Source: an optimization exercise on an open RTL-to-GDS flow (aim: small area, a short achievable clock period and few clock cycles per item). Production flows keep margins and buffers that such runs may drop.
RTL that was checked went through simulation tests only; none was proved equivalent to the original.

## oak
==> flow/design.v (excerpt) <==
module euler3( input logic clk,
               input logic        reset,
               input logic        enable,
               input logic [63:0] max_value,
               output logic       results_valid,
               output logic [63:0] results
               );
==> module e3_xnor2, before the edit <==
module e3_xnor2(input a, input b, output y);
  assign y = ~(a ^ b);
endmodule
==> module e3_p14, before the edit <==
module e3_p14(input mn13, input cn13, input mn14, output y);
  assign y = ~(mn14 ^ (mn13 | cn13));
endmodule
==> module e3_row, before the edit <==
module e3_row(input [12:0] rn, input dn, input yn0, input yn1,
              input [12:0] x, input [14:0] x3,
              output [12:0] rno, output dno, output [1:0] qn);
  wire s1, s2, s3;
  wire [13:2] c;
  e3_low lo(.rn0(rn[0]), .rn1(rn[1]), .dn(dn), .yn0(yn0), .yn1(yn1), .x1(x[1]),
            .s1(s1), .s2(s2), .s3(s3), .cinn(c[2]), .dno(dno), .qn0(qn[0]), .qn1(qn[1]));
  wire [14:2] mn;
  genvar j;
  generate for (j = 2; j <= 12; j = j + 1) begin : sl
    e3_seln u(.s1(s1), .s2(s2), .s3(s3), .a(x[j]), .b(x[j-1]), .c(x3[j]), .yn(mn[j]));
  end endgenerate
  assign mn[13] = ~((s2 & x[12]) | (s3 & x3[13]));
  assign mn[14] = ~(s3 & x3[14]);
  generate for (j = 2; j <= 12; j = j + 1) begin : ad
    if (j < 12) begin : f
      e3_fa u(.a(rn[j]), .b(mn[j]), .c(c[j]), .s(rno[j-2]), .co(c[j+1]));
    end else begin : l
      e3_fa u(.a(rn[j]), .b(mn[j]), .c(c[j]), .s(rno[j-2]), .co(c[j+1]));
    end
  end endgenerate
  e3_xnor2 p13(.a(mn[13]), .b(c[13]), .y(rno[11]));
  e3_p14 p14(.mn13(mn[13]), .cn13(c[13]), .mn14(mn[14]), .y(rno[12]));
endmodule
==> flow/config.mk <==
export PLATFORM = sky130hd
export DESIGN_NAME = euler3
export DESIGN_NICKNAME = euler3
export VERILOG_FILES = /design/flow/design.v
export SDC_FILE = /design/flow/constraint.sdc
export NUM_CORES = 8
export LEC_CHECK = 0
export ABC_CLOCK_PERIOD_IN_PS = 200000
export CAP_MARGIN = 10
export CORE_MARGIN = 2
export CORE_UTILIZATION = 40
export CTS_BUF_LIST = sky130_fd_sc_hd__clkbuf_16
export CTS_CLUSTER_DIAMETER = 80
export CTS_CLUSTER_SIZE = 20
export PLACE_DENSITY = 0.45
export SLEW_MARGIN = 10
export SYNTH_HIERARCHICAL = 1
export SYNTH_MEMORY_MAX_BITS = 65536
export SYNTH_MINIMUM_KEEP_SIZE = 0
==> flow/constraint.sdc <==
create_clock -name core_clock -period 250.0 [get_ports {clk}]
set_input_delay 50.0000 -clock core_clock [delete_from_list [all_inputs] [get_ports {clk}]]
set_output_delay 50.0000 -clock core_clock [all_outputs]
set_load 0.01 [all_outputs]
standard.sh (not shown) runs the stock make flow with config.mk's settings and CLKGATE_MAP_FILE= SYNTH_SCRIPT=/design/flow/synth_recipe.tcl, a recipe that flattens the netlist after the stock synthesis.
==> flow/flow/run.sh <==
#!/bin/bash
# The standard layout (the standard.sh, unchanged synthesis and steps), with one
# difference: the port buffers that buffer_ports inserts are sky130_fd_sc_hd__buf_2
# cells instead of the delay buffers it picks by default.
set -euo pipefail
export BUFFER_PORTS_ARGS="-buffer_cell sky130_fd_sc_hd__buf_2"
bash standard.sh > standard.log 2>&1
Here is what was changed in the inputs of pine compared with oak.
diff --git a/flow/design.v b/flow/design.v
--- a/flow/design.v
+++ b/flow/design.v
@@ -3,16 +3,10 @@
   assign co = (a & b) | (a & c) | (b & c);
 endmodule
 module e3_seln(input s1, input s2, input s3, input a, input b, input c, output yn);
   assign yn = ~((s1 & a) | (s2 & b) | (s3 & c));
 endmodule
-module e3_xnor2(input a, input b, output y);
-  assign y = ~(a ^ b);
-endmodule
-module e3_p14(input mn13, input cn13, input mn14, output y);
-  assign y = ~(mn14 ^ (mn13 | cn13));
-endmodule
 module e3_low(input rn0, input rn1, input dn, input yn0, input yn1, input x1,
               output s1, output s2, output s3, output cinn, output dno, output qn0, output qn1);
   wire un0, un1, wn0, wn1;
   e3_fa f1(.a(rn0), .b(dn), .c(yn0), .s(un0), .co(un1));
   e3_fa f2(.a(un1), .b(rn1), .c(yn1), .s(wn0), .co(wn1));
@@ -27,11 +21,11 @@
 endmodule
 module e3_row(input [12:0] rn, input dn, input yn0, input yn1,
               input [12:0] x, input [14:0] x3,
               output [12:0] rno, output dno, output [1:0] qn);
   wire s1, s2, s3;
-  wire [13:2] c;
+  wire [14:2] c;
   e3_low lo(.rn0(rn[0]), .rn1(rn[1]), .dn(dn), .yn0(yn0), .yn1(yn1), .x1(x[1]),
             .s1(s1), .s2(s2), .s3(s3), .cinn(c[2]), .dno(dno), .qn0(qn[0]), .qn1(qn[1]));
   wire [14:2] mn;
   genvar j;
   generate for (j = 2; j <= 12; j = j + 1) begin : sl
@@ -44,12 +38,13 @@
       e3_fa u(.a(rn[j]), .b(mn[j]), .c(c[j]), .s(rno[j-2]), .co(c[j+1]));
     end else begin : l
       e3_fa u(.a(rn[j]), .b(mn[j]), .c(c[j]), .s(rno[j-2]), .co(c[j+1]));
     end
   end endgenerate
-  e3_xnor2 p13(.a(mn[13]), .b(c[13]), .y(rno[11]));
-  e3_p14 p14(.mn13(mn[13]), .cn13(c[13]), .mn14(mn[14]), .y(rno[12]));
+  assign rno[11] = ~(mn[13] ^ c[13]);
+  assign c[14] = mn[13] | c[13];
+  assign rno[12] = ~(mn[14] ^ c[14]);
 endmodule
 module e3_chain(input [12:0] x, input [25:0] ycn, input first,
                 input [12:0] srn, input sdn,
                 output [12:0] orn, output odn,
                 output [25:0] qn, output div);
Results
oak → pine: highest fanout seen on the critical path saw a decrease; clock transition at the registers of the reported paths comparable; number of cells in the finished layout apart from fillers increased 80; highest clock rate now sits higher; minimum setup slack after placement went up.
For the met1 demand-to-capacity share in global routing, pine came in 2.5 points lower than oak did.
oak vs pine, first element of the critical path: y[0]$_DFFE_PP_ vs y[17]$_DFFE_PP_
[compare] base=oak new=pine: stage delay of the slowest cell on the critical path went down by 110 ps; wire length reported by the detailed router went up by 1.2%; number of nets at the end of the flow went up by 192; routed metal-1 wire length went down by 3.0%.
Testbench counts of pine, summed over its fixed seeds: cycles 22,634, items 192.
Function not checked in oak: the RTL went through the layout flow alone.

---

Another version of the RTL of euler3 (not shown whole).
For scale: roughly 7600 cells after synthesis, about 310 flip-flops, about 130 I/O pins, about 81000 sq um of cells after synthesis.
clock: 250.0 ns
lec_check: 0
abc_clock_period_in_ps: 200000
cap_margin: 20
core_margin: 2
core_utilization: 40
cts_buf_list: sky130_fd_sc_hd__clkbuf_16
cts_cluster_diameter: 80
cts_cluster_size: 20
place_density: 0.45
slew_margin: 20
synth_hierarchical: 1
synth_memory_max_bits: 65536
synth_minimum_keep_size: 0
Scripts as last shown in full above: flow/flow/run.sh
The first run completed with no timing, DRC or antenna violations.
Testbench counts at the start, summed over its fixed seeds: cycles 18,181, items 192.
Then changed:
--- a/flow/design.v
+++ b/flow/design.v
@@ -344,32 +344,67 @@
     qn = 0;
     if (usel[0]) qn = qn | qn0;
     if (usel[1]) qn = qn | qn1;
     if (usel[2]) qn = qn | qn2;
     if (usel[3]) qn = qn | qn3;
     if (usel[4]) qn = qn | qn4;
     if (usel[5]) qn = qn | qn5;
     if (usel[6]) qn = qn | qn6;
     if (usel[7]) qn = qn | qn7;
   end
   wire qk2 = |(usel & k2);     
+  reg [4:0] lpf5;
+  always @(*) begin
+    case (y[4:0])
+      5'd0: lpf5 = 5'd0;
+      5'd1: lpf5 = 5'd1;
+      5'd2: lpf5 = 5'd2;
+      5'd3: lpf5 = 5'd3;
+      5'd4: lpf5 = 5'd2;
+      5'd5: lpf5 = 5'd5;
+      5'd6: lpf5 = 5'd3;
+      5'd7: lpf5 = 5'd7;
+      5'd8: lpf5 = 5'd2;
+      5'd9: lpf5 = 5'd3;
+      5'd10: lpf5 = 5'd5;
+      5'd11: lpf5 = 5'd11;
+      5'd12: lpf5 = 5'd3;
+      5'd13: lpf5 = 5'd13;
+      5'd14: lpf5 = 5'd7;
+      5'd15: lpf5 = 5'd5;
+      5'd16: lpf5 = 5'd2;
+      5'd17: lpf5 = 5'd17;
+      5'd18: lpf5 = 5'd3;
+      5'd19: lpf5 = 5'd19;
+      5'd20: lpf5 = 5'd5;
+      5'd21: lpf5 = 5'd7;
+      5'd22: lpf5 = 5'd11;
+      5'd23: lpf5 = 5'd23;
+      5'd24: lpf5 = 5'd3;
+      5'd25: lpf5 = 5'd5;
+      5'd26: lpf5 = 5'd13;
+      5'd27: lpf5 = 5'd3;
+      5'd28: lpf5 = 5'd7;
+      5'd29: lpf5 = 5'd29;
+      5'd30: lpf5 = 5'd5;
+      5'd31: lpf5 = 5'd31;
+    endcase
+  end
   wire [32:1] z;
   genvar g;
   generate for (g = 1; g <= 32; g = g + 1) begin : zz
     if (g == 32) begin : t assign z[g] = 1'b1; end
     else begin : n assign z[g] = z[g+1] & ~y[2*g+1] & ~y[2*g]; end
   end endgenerate
   wire yevbig = ~y[0] & (|y[63:2]);
   wire ysmall = z[3] & ~y[5];           
-  wire [31:0] pm32 = 32'ha08a28ac;         
-  wire yprime32 = ysmall & pm32[y[4:0]];
   wire stop = ((|(x0[12:1] & z[12:1])) | (wide & (|({x2[6:0], x1} & z[32:13])))) & ~yevbig;
   wire [31:0] rg;
   e3_rom ur(.a(addr), .g(rg));
   wire [12:0] nx [0:7];
   e3_gadd ga0(.prev(x7), .g(rg[3:0]), .nxt(nx[0]));
   e3_gadd ga1(.prev(nx[0]), .g(rg[7:4]), .nxt(nx[1]));
   e3_gadd ga2(.prev(nx[1]), .g(rg[11:8]), .nxt(nx[2]));
   e3_gadd ga3(.prev(nx[2]), .g(rg[15:12]), .nxt(nx[3]));
   e3_gadd ga4(.prev(nx[3]), .g(rg[19:16]), .nxt(nx[4]));
   e3_gadd ga5(.prev(nx[4]), .g(rg[23:20]), .nxt(nx[5]));
   e3_gadd ga6(.prev(nx[5]), .g(rg[27:24]), .nxt(nx[6]));
@@ -433,24 +468,25 @@
       x7 <= 13'd23;
     end else if (!done) begin
       if (!wide) begin
         if (dv) begin
           case (p)
             2'd0: y[25:0] <= qn;
             2'd1: y[51:26] <= qn;
             default: y[63:52] <= qn[11:0];
           endcase
           if (p == rl) begin dv <= 1'b0; p <= 2'd0; f0 <= 1'b1; end
           else begin p <= p + 2'd1; f0 <= 1'b0; end
-        end else if (first && (stop || (yprime32 && addr == 8'd1))) begin
+        end else if (first && (stop || (ysmall && addr == 8'd1))) begin
           done <= 1'b1;
+          if (ysmall) y[4:0] <= lpf5;    
         end else if (!last) begin
           p <= p + 2'd1;
           f0 <= 1'b0;
         end else begin
           p <= 2'd0;
           f0 <= 1'b1;
           if (divany && yevbig) begin
             y <= {1'b0, y[63:1]};    
           end else if (divany) begin
             if (first) begin
               begin
After rerunning: Via count hardly moves. Hold slack improved by 0.0095 ns. Design area came out higher by 1.4%. Wire length rose by 1.6%. Final cell count goes up by 0.91%. Count of clock-buffer cells in the layout is higher by 13. Global-route usage came out higher by 0.27 points. Utilization rose by 0.49 points. First-iteration DRC count came out higher by 5.6%. Worst setup slack improves by 0.13 ns. Die area rises by 0.58%.
The RTL of the second run of this note was laid out without a check of its function.

---

## xenon
Another version of the RTL of euler3 (not shown whole).
Size: about 7100 cells after synthesis.
Settings: LEC_CHECK=0, ABC_CLOCK_PERIOD_IN_PS=200000, CAP_MARGIN=20, CORE_MARGIN=2, CORE_UTILIZATION=40, PLACE_DENSITY=0.45, SLEW_MARGIN=20, SYNTH_HIERARCHICAL=1, SYNTH_MEMORY_MAX_BITS=65536, SYNTH_MINIMUM_KEEP_SIZE=0; clock period 250.0 ns.
run.sh (not shown) runs the stock make flow with config.mk's settings and CLKGATE_MAP_FILE= SYNTH_SCRIPT=/design/flow/synth_recipe.tcl, a recipe that flattens the netlist after the stock synthesis.
Stock flow here: none of the scripts above is used.
Testbench counts of xenon, summed over its fixed seeds: cycles 22,952, items 192.
### xenon -> raven
--- a/flow/design.v
+++ b/flow/design.v
@@ -253,15 +253,15 @@
   reg [12:0] srn5; reg sdn5;
   reg [12:0] srn6; reg sdn6;
   reg [12:0] srn7; reg sdn7;
   wire [32:0] wr = {srn2[6:0], srn1, srn0};   
   reg        wrun, wp2, winc;
   assign results = y;
   assign results_valid = done;
-  reg idle;
+  wire idle = reset | ~enable;
   wire hi2 = |y[63:52];
   wire hi1 = |y[51:26];
   wire first = (p == 2'd0);
   wire last = hi2 ? (p == 2'd2) : hi1 ? (p == 2'd1) : 1'b1;
   wire [25:0] ycn = ~((p == 2'd0) ? y[25:0] : (p == 2'd1) ? y[51:26] : {14'b0, y[63:52]});
   wire [C-1:0] div;
   wire [12:0] orn0; wire odn0; wire [25:0] qn0;
@@ -332,23 +332,15 @@
   genvar h;
   generate for (h = 0; h < 32; h = h + 1) begin : wa_
     e3_fa u(.a(wa[h]), .b(wb[h]), .c(wk[h]), .s(wadd[h]), .co(wk[h+1]));
   end endgenerate
   assign wadd[32] = wk[32];
   wire wmatch = (wadd == xw);
   wire winb = wp2 ? ~wq : y[0];
-  wire stop_adv = ~yevbig & (|(nx[0][12:1] & z[12:1]));
-  wire [12:1] zq;
-  generate for (g = 1; g <= 12; g = g + 1) begin : zqq
-    if (g == 12) begin : t assign zq[g] = ~qn[25] & ~qn[24]; end
-    else begin : n assign zq[g] = zq[g+1] & ~qn[2*g+1] & ~qn[2*g]; end
-  end endgenerate
-  wire stop_div = |(x0[12:1] & zq);
   always @(posedge clk) begin
-    idle <= reset | ~enable;
     if (!wide) srn0 <= orn0;
     sdn0 <= odn0;
     if (!wide) srn1 <= orn1;
     sdn1 <= odn1;
     if (!wide) srn2 <= orn2;
     sdn2 <= odn2;
     srn3 <= orn3;
@@ -396,18 +388,15 @@
         end else begin
           p <= 2'd0;
           if (divany && yevbig) begin
             y <= {1'b0, y[63:1]};    
           end else if (divany) begin
             if (first) begin
               if (qone) done <= 1'b1;
-              else begin
-                y[25:0] <= qn;
-                if (stop_div) done <= 1'b1;
-              end
+              else y[25:0] <= qn;
             end else begin
               dv <= 1'b1;
               fr <= fsel;
             end
           end else begin
             if (addr == 8'd129) begin
               wide <= 1'b1;
@@ -418,15 +407,14 @@
               x1 <= nx[1];
               x2 <= nx[2];
               x3 <= nx[3];
               x4 <= nx[4];
               x5 <= nx[5];
               x6 <= nx[6];
               x7 <= nx[7];
-              if (stop_adv) done <= 1'b1;
             end
             if (yevbig) y <= {1'b0, y[63:1]};
           end
         end
       end else begin
         if (winc) begin
           winc <= 1'b0;
raven vs xenon — worst-path maximum fanout rose 17. Delta(post-synthesis register bit count, raven - xenon) < 0. Against xenon as the reference, raven delivers a lower number of inverters outside the clock class in the layout. Final worst-path setup slack (higher): xenon. Global routing met3 resource utilization: raven > xenon. Changes observed in raven relative to xenon: routed wire length decreased about 3%, post-route fraction of the period consumed by the critical path increased 0.20 points. | xor/xnor cell area share of the yosys netlist | xenon vs raven | ≈ equal |. xenon → raven: utilization essentially unchanged; die area essentially unchanged; number of placed instances, taps included decreased 0.39%.
The RTL of raven was laid out without a check of its function.

separate check: timing with driven ports:
The flow's constraints put no driver on any port. The routed layouts listed below were extracted and timed again, unchanged, in two steps.
Step 1, drivers: a clkbuf_16 drives clk and a buf_2 each remaining input, both assumed.
Step 2 adds t to the input delays and takes it off the output delays; t is the mean of the earliest and latest rising clock arrival at the registers after step 1. Input paths then give back, and output paths get back, about the clock's delay inside the block.
Three values: ideal, step 1, step 2; two values: the first two.
| run | t (ns) | setup slack, ns | worst register clock-pin slew, ns | worst slew at a driven data input, ns |
|---|---|---|---|---|
| oak | 0.760 | 198.152 / 198.066 / 198.826 | 0.09 / 0.09 | 0.09 |
| pine | 0.726 | 198.346 / 198.261 / 198.986 | 0.09 / 0.09 | 0.06 |
| the first run of note 2 | 0.758 | 198.028 / 197.950 / 198.708 | 0.10 / 0.10 | 0.09 |
| the second run of note 2 | 0.742 | 198.158 / 198.083 / 197.663 | 0.10 / 0.10 | 0.12 |
| xenon | 0.780 | 197.810 / 197.729 / 198.350 | 0.08 / 0.08 | 0.18 |
| raven | 0.772 | 197.306 / 197.363 / 196.591 | 0.07 / 0.07 | 0.12 |
After both steps every run listed still meets setup and hold. The setup slack of raven, which loses most, moves by +0.057 ns with the drivers and by -0.715 ns with both steps.
